Context: an optimization exercise on an open-source flow, tuned for small area and a short achievable clock period. The choices shown serve that exercise and are no tape-out recipe. RTL that was checked went through simulation tests only; none was proved equivalent to the original. No activity file was given, so power comes from the tool's default toggle rates.

old:
==> flow/design.v <==
`timescale 1ns / 1ps
module axi_csr_fifo_top #(
    parameter ADDR_WIDTH = 12,
    parameter DATA_WIDTH = 32,
    parameter FIFO_DEPTH = 16
)(
    input  wire                         ACLK,
    input  wire                         ARESETn,
    input  wire [ADDR_WIDTH - 1:0]      S_AXI_AWADDR,
    input  wire                         S_AXI_AWVALID,
    output wire                         S_AXI_AWREADY,
    input  wire [DATA_WIDTH - 1:0]      S_AXI_WDATA,
    input  wire [(DATA_WIDTH/8) - 1:0]  S_AXI_WSTRB,
    input  wire                         S_AXI_WVALID,
    output wire                         S_AXI_WREADY,
    output wire [1:0]                   S_AXI_BRESP,
    output wire                         S_AXI_BVALID,
    input  wire                         S_AXI_BREADY,
    input  wire [ADDR_WIDTH - 1:0]      S_AXI_ARADDR,
    input  wire                         S_AXI_ARVALID,
    output wire                         S_AXI_ARREADY,
    output wire [DATA_WIDTH - 1:0]      S_AXI_RDATA,
    output wire [1:0]                   S_AXI_RRESP,
    output wire                         S_AXI_RVALID,
    input  wire                         S_AXI_RREADY,
    input  wire                         wr_en,
    input  wire                         rd_en,
    input  wire [DATA_WIDTH - 1:0]      data_in,
    output reg  [DATA_WIDTH - 1:0]      data_out
);
    reg        wready;
    reg        aw_en;
    reg        bvalid;
    reg        bresp1;
    reg        aw_is0;       
    reg [31:0] control;
    wire accept  = !wready && S_AXI_AWVALID && S_AXI_WVALID && aw_en;
    wire wr_fire = wready && S_AXI_AWVALID && S_AXI_WVALID;
    wire bhs     = bvalid && S_AXI_BREADY;
    always @(posedge ACLK or negedge ARESETn) begin
        if (!ARESETn) begin
            wready <= 1'b0;
            aw_en  <= 1'b1;
            bvalid <= 1'b0;
        end else begin
            wready <= accept;
            if (accept)
                aw_en <= 1'b0;
            else if (bhs)
                aw_en <= 1'b1;
            if (wr_fire && !bvalid)
                bvalid <= 1'b1;
            else if (bhs)
                bvalid <= 1'b0;
        end
    end
    always @(posedge ACLK) begin
        if (accept)
            aw_is0 <= (S_AXI_AWADDR == 12'h000);
        if (wr_fire && !bvalid)
            bresp1 <= !aw_is0;
    end
    integer b;
    always @(posedge ACLK or negedge ARESETn) begin
        if (!ARESETn)
            control <= 32'h0;
        else if (wr_fire && aw_is0)
            for (b = 0; b < 4; b = b + 1)
                if (S_AXI_WSTRB[b])
                    control[b*8 +: 8] <= S_AXI_WDATA[b*8 +: 8];
    end
    assign S_AXI_AWREADY = wready;
    assign S_AXI_WREADY  = wready;
    assign S_AXI_BVALID  = bvalid;
    assign S_AXI_BRESP   = {bresp1, 1'b0};
    reg [31:0] mem [0:15];
    reg [3:0]  wp, rp;
    reg        full, empty;
    wire       cs    = control[0];
    wire [3:0] diff  = wp - rp;
    wire [4:0] level = {full, diff};
    wire       we    = cs && wr_en && !full;
    wire       re    = cs && rd_en && !empty;
    always @(posedge ACLK or negedge ARESETn) begin
        if (!ARESETn) begin
            wp    <= 4'd0;
            rp    <= 4'd0;
            full  <= 1'b0;
            empty <= 1'b1;
        end else begin
            if (we) wp <= wp + 4'd1;
            if (re) rp <= rp + 4'd1;
            if (we && !re) begin
                full  <= (diff == 4'd15);
                empty <= 1'b0;
            end else if (re && !we) begin
                full  <= 1'b0;
                empty <= (diff == 4'd1);
            end
        end
    end
    always @(posedge ACLK)
        if (we)
            mem[wp] <= data_in;
    reg [31:0] rd_next;
    integer k;
    always @(*) begin
        rd_next = {32{!re}} & data_out;
        for (k = 0; k < 16; k = k + 1)
            rd_next = rd_next | ({32{re && (rp == k)}} & mem[k]);
    end
    always @(posedge ACLK or negedge ARESETn) begin
        if (!ARESETn)
            data_out <= 32'h0;
        else
            data_out <= rd_next;
    end
    reg        arready;
    reg        rvalid;
    reg        rresp1;
    reg        ar_is0, ar_is4, ar_is8;    
    reg [31:0] rdata;
    wire ar_take = !arready && S_AXI_ARVALID && !rvalid;
    wire rd_fire = arready && S_AXI_ARVALID && !rvalid;
    wire ar_lo   = (S_AXI_ARADDR[11:4] == 8'h00) && (S_AXI_ARADDR[1:0] == 2'b00);
    always @(posedge ACLK)
        if (ar_take) begin
            ar_is0 <= ar_lo && (S_AXI_ARADDR[3:2] == 2'd0);
            ar_is4 <= ar_lo && (S_AXI_ARADDR[3:2] == 2'd1);
            ar_is8 <= ar_lo && (S_AXI_ARADDR[3:2] == 2'd2);
        end
    wire [31:0] status_v = {16'd0, 3'd0, level, 6'd0, full, empty};
    wire [31:0] level_v  = {27'd0, level};
    wire [31:0] rd_val   = ({32{ar_is0}} & control) |
                           ({32{ar_is4}} & status_v) |
                           ({32{ar_is8}} & level_v);
    always @(posedge ACLK or negedge ARESETn) begin
        if (!ARESETn) begin
            arready <= 1'b0;
            rvalid  <= 1'b0;
        end else begin
            arready <= ar_take;
            if (rd_fire)
                rvalid <= 1'b1;
            else if (rvalid && S_AXI_RREADY)
                rvalid <= 1'b0;
        end
    end
    always @(posedge ACLK)
        if (rd_fire) begin
            rdata  <= rd_val;
            rresp1 <= !(ar_is0 || ar_is4 || ar_is8);
        end
    assign S_AXI_ARREADY = arready;
    assign S_AXI_RVALID  = rvalid;
    assign S_AXI_RDATA   = rdata;
    assign S_AXI_RRESP   = {rresp1, 1'b0};
endmodule
export LEC_CHECK = 0
export CAP_MARGIN = 20
export CORE_MARGIN = 2
export CORE_UTILIZATION = 40
export SETUP_SLACK_MARGIN = 3.0
export SLEW_MARGIN = 20
create_clock -name core_clock -period 5.0 [get_ports {ACLK}]
run.sh (not shown) runs the stock make flow with config.mk's settings and CLKGATE_MAP_FILE= SYNTH_SCRIPT=/design/flow/synth_recipe.tcl, a recipe that flattens the netlist after the stock synthesis.
> inputs changed (old -> new)
==> flow/design.v, changed modules only <==
module axi_csr_fifo_top #(
    parameter ADDR_WIDTH = 12,
    parameter DATA_WIDTH = 32,
    parameter FIFO_DEPTH = 16
)(
    input  wire                         ACLK,
    input  wire                         ARESETn,
    input  wire [ADDR_WIDTH - 1:0]      S_AXI_AWADDR,
    input  wire                         S_AXI_AWVALID,
    output wire                         S_AXI_AWREADY,
    input  wire [DATA_WIDTH - 1:0]      S_AXI_WDATA,
    input  wire [(DATA_WIDTH/8) - 1:0]  S_AXI_WSTRB,
    input  wire                         S_AXI_WVALID,
    output wire                         S_AXI_WREADY,
    output wire [1:0]                   S_AXI_BRESP,
    output wire                         S_AXI_BVALID,
    input  wire                         S_AXI_BREADY,
    input  wire [ADDR_WIDTH - 1:0]      S_AXI_ARADDR,
    input  wire                         S_AXI_ARVALID,
    output wire                         S_AXI_ARREADY,
    output wire [DATA_WIDTH - 1:0]      S_AXI_RDATA,
    output wire [1:0]                   S_AXI_RRESP,
    output wire                         S_AXI_RVALID,
    input  wire                         S_AXI_RREADY,
    input  wire                         wr_en,
    input  wire                         rd_en,
    input  wire [DATA_WIDTH - 1:0]      data_in,
    output reg  [DATA_WIDTH - 1:0]      data_out
);
    reg        wready;
    reg        aw_en;
    reg        bvalid;
    reg        bresp1;
    reg [31:0] control;
    wire accept   = !wready && S_AXI_AWVALID && S_AXI_WVALID && aw_en;
    wire wr_fire  = wready && S_AXI_AWVALID && S_AXI_WVALID;
    wire bhs      = bvalid && S_AXI_BREADY;
    wire aw_is0   = (S_AXI_AWADDR == 12'h000);
    always @(posedge ACLK or negedge ARESETn) begin
        if (!ARESETn) begin
            wready <= 1'b0;
            aw_en  <= 1'b1;
            bvalid <= 1'b0;
        end else begin
            wready <= accept;
            if (accept)
                aw_en <= 1'b0;
            else if (bhs)
                aw_en <= 1'b1;
            if (wr_fire && !bvalid)
                bvalid <= 1'b1;
            else if (bhs)
                bvalid <= 1'b0;
        end
    end
    always @(posedge ACLK)
        if (wr_fire && !bvalid)
            bresp1 <= !aw_is0;
    integer b;
    always @(posedge ACLK or negedge ARESETn) begin
        if (!ARESETn)
            control <= 32'h0;
        else if (wr_fire && aw_is0)
            for (b = 0; b < 4; b = b + 1)
                if (S_AXI_WSTRB[b])
                    control[b*8 +: 8] <= S_AXI_WDATA[b*8 +: 8];
    end
    assign S_AXI_AWREADY = wready;
    assign S_AXI_WREADY  = wready;
    assign S_AXI_BVALID  = bvalid;
    assign S_AXI_BRESP   = {bresp1, 1'b0};
    reg [31:0] mem [0:15];
    reg [3:0]  wp, rp;
    reg        full, empty;
    wire       cs    = control[0];
    wire [3:0] diff  = wp - rp;
    wire [4:0] level = {full, diff};
    wire       we    = cs && wr_en && !full;
    wire       re    = cs && rd_en && !empty;
    always @(posedge ACLK or negedge ARESETn) begin
        if (!ARESETn) begin
            wp    <= 4'd0;
            rp    <= 4'd0;
            full  <= 1'b0;
            empty <= 1'b1;
        end else begin
            if (we) wp <= wp + 4'd1;
            if (re) rp <= rp + 4'd1;
            if (we && !re) begin
                full  <= (diff == 4'd15);
                empty <= 1'b0;
            end else if (re && !we) begin
                full  <= 1'b0;
                empty <= (diff == 4'd1);
            end
        end
    end
    always @(posedge ACLK)
        if (we)
            mem[wp] <= data_in;
    always @(posedge ACLK or negedge ARESETn) begin
        if (!ARESETn)
            data_out <= 32'h0;
        else if (re)
            data_out <= mem[rp];
    end
    reg        arready;
    reg        rvalid;
    reg        rresp1;
    reg [31:0] rdata;
    wire rd_fire = arready && S_AXI_ARVALID && !rvalid;
    wire ar_lo   = (S_AXI_ARADDR[11:4] == 8'h00) && (S_AXI_ARADDR[1:0] == 2'b00);
    wire ar_is0  = ar_lo && (S_AXI_ARADDR[3:2] == 2'd0);
    wire ar_is4  = ar_lo && (S_AXI_ARADDR[3:2] == 2'd1);
    wire ar_is8  = ar_lo && (S_AXI_ARADDR[3:2] == 2'd2);
    wire [31:0] status_v = {16'd0, 3'd0, level, 6'd0, full, empty};
    wire [31:0] level_v  = {27'd0, level};
    wire [31:0] rd_val   = ({32{ar_is0}} & control) |
                           ({32{ar_is4}} & status_v) |
                           ({32{ar_is8}} & level_v);
    always @(posedge ACLK or negedge ARESETn) begin
        if (!ARESETn) begin
            arready <= 1'b0;
            rvalid  <= 1'b0;
        end else begin
            arready <= !arready && S_AXI_ARVALID && !rvalid;
            if (rd_fire)
                rvalid <= 1'b1;
            else if (rvalid && S_AXI_RREADY)
                rvalid <= 1'b0;
        end
    end
    always @(posedge ACLK)
        if (rd_fire) begin
            rdata  <= rd_val;
            rresp1 <= !(ar_is0 || ar_is4 || ar_is8);
        end
    assign S_AXI_ARREADY = arready;
    assign S_AXI_RVALID  = rvalid;
    assign S_AXI_RDATA   = rdata;
    assign S_AXI_RRESP   = {rresp1, 1'b0};
endmodule
==> comparison <==
- Number of filler cells placed in the layout grows by a few percent when moving from old to new.
- Diff old -> new: net switching share of the total power now sits lower, portion of the clock cycle consumed by the worst path in the final layout now sits lower, worst setup slack after placement now sits higher.
- Latest clock arrival within the worst-skew pair came out lower on new than on old.
- Compare old and new | setup slack of the worst register-to-register path lower: old
- Max sum of net half-perimeters after detailed placement across old and new: old
- new -> old: first-pass iteration count of the detailed router flat
- From old to new the numbers moved as follows: proportion of synthesized flip-flops having asynchronous set or reset roughly the same; number of cells on the critical path decreased 8.
The RTL of old was laid out without a check of its function.

## afterwards: timing with drivers on the ports
How much do the figures lean on ideal ports? The routed layouts below were timed once more, with nothing changed but the port constraints. Step 1 sets driving cells, clkbuf_16 on the clock port and buf_2 on the other inputs (assumed; they add their load-dependent delay and slew). Step 2 adds t to the input delays and takes it off the output delays; t is the mean of the earliest and latest rising clock arrival at the registers after step 1. Input paths then give back, and output paths get back, about the clock's delay inside the block. Slacks: ideal / step 1 / step 2; pairs: ideal / step 1.
run	shift t [ns]	setup WS [ns]	worst setup path at the end	slew at the worst register clock pin (ns)	cell pins on the clock port's net
old	0.671	2.722 / 2.703 / 2.119	input to register	0.07 / 0.07	1
new	0.645	2.839 / 2.778 / 2.250	input to register	0.06 / 0.06	1
After both steps setup and hold are still met in every run listed. The setup slack of old, which loses most, moves by -0.019 ns with the drivers and by -0.603 ns with both steps.
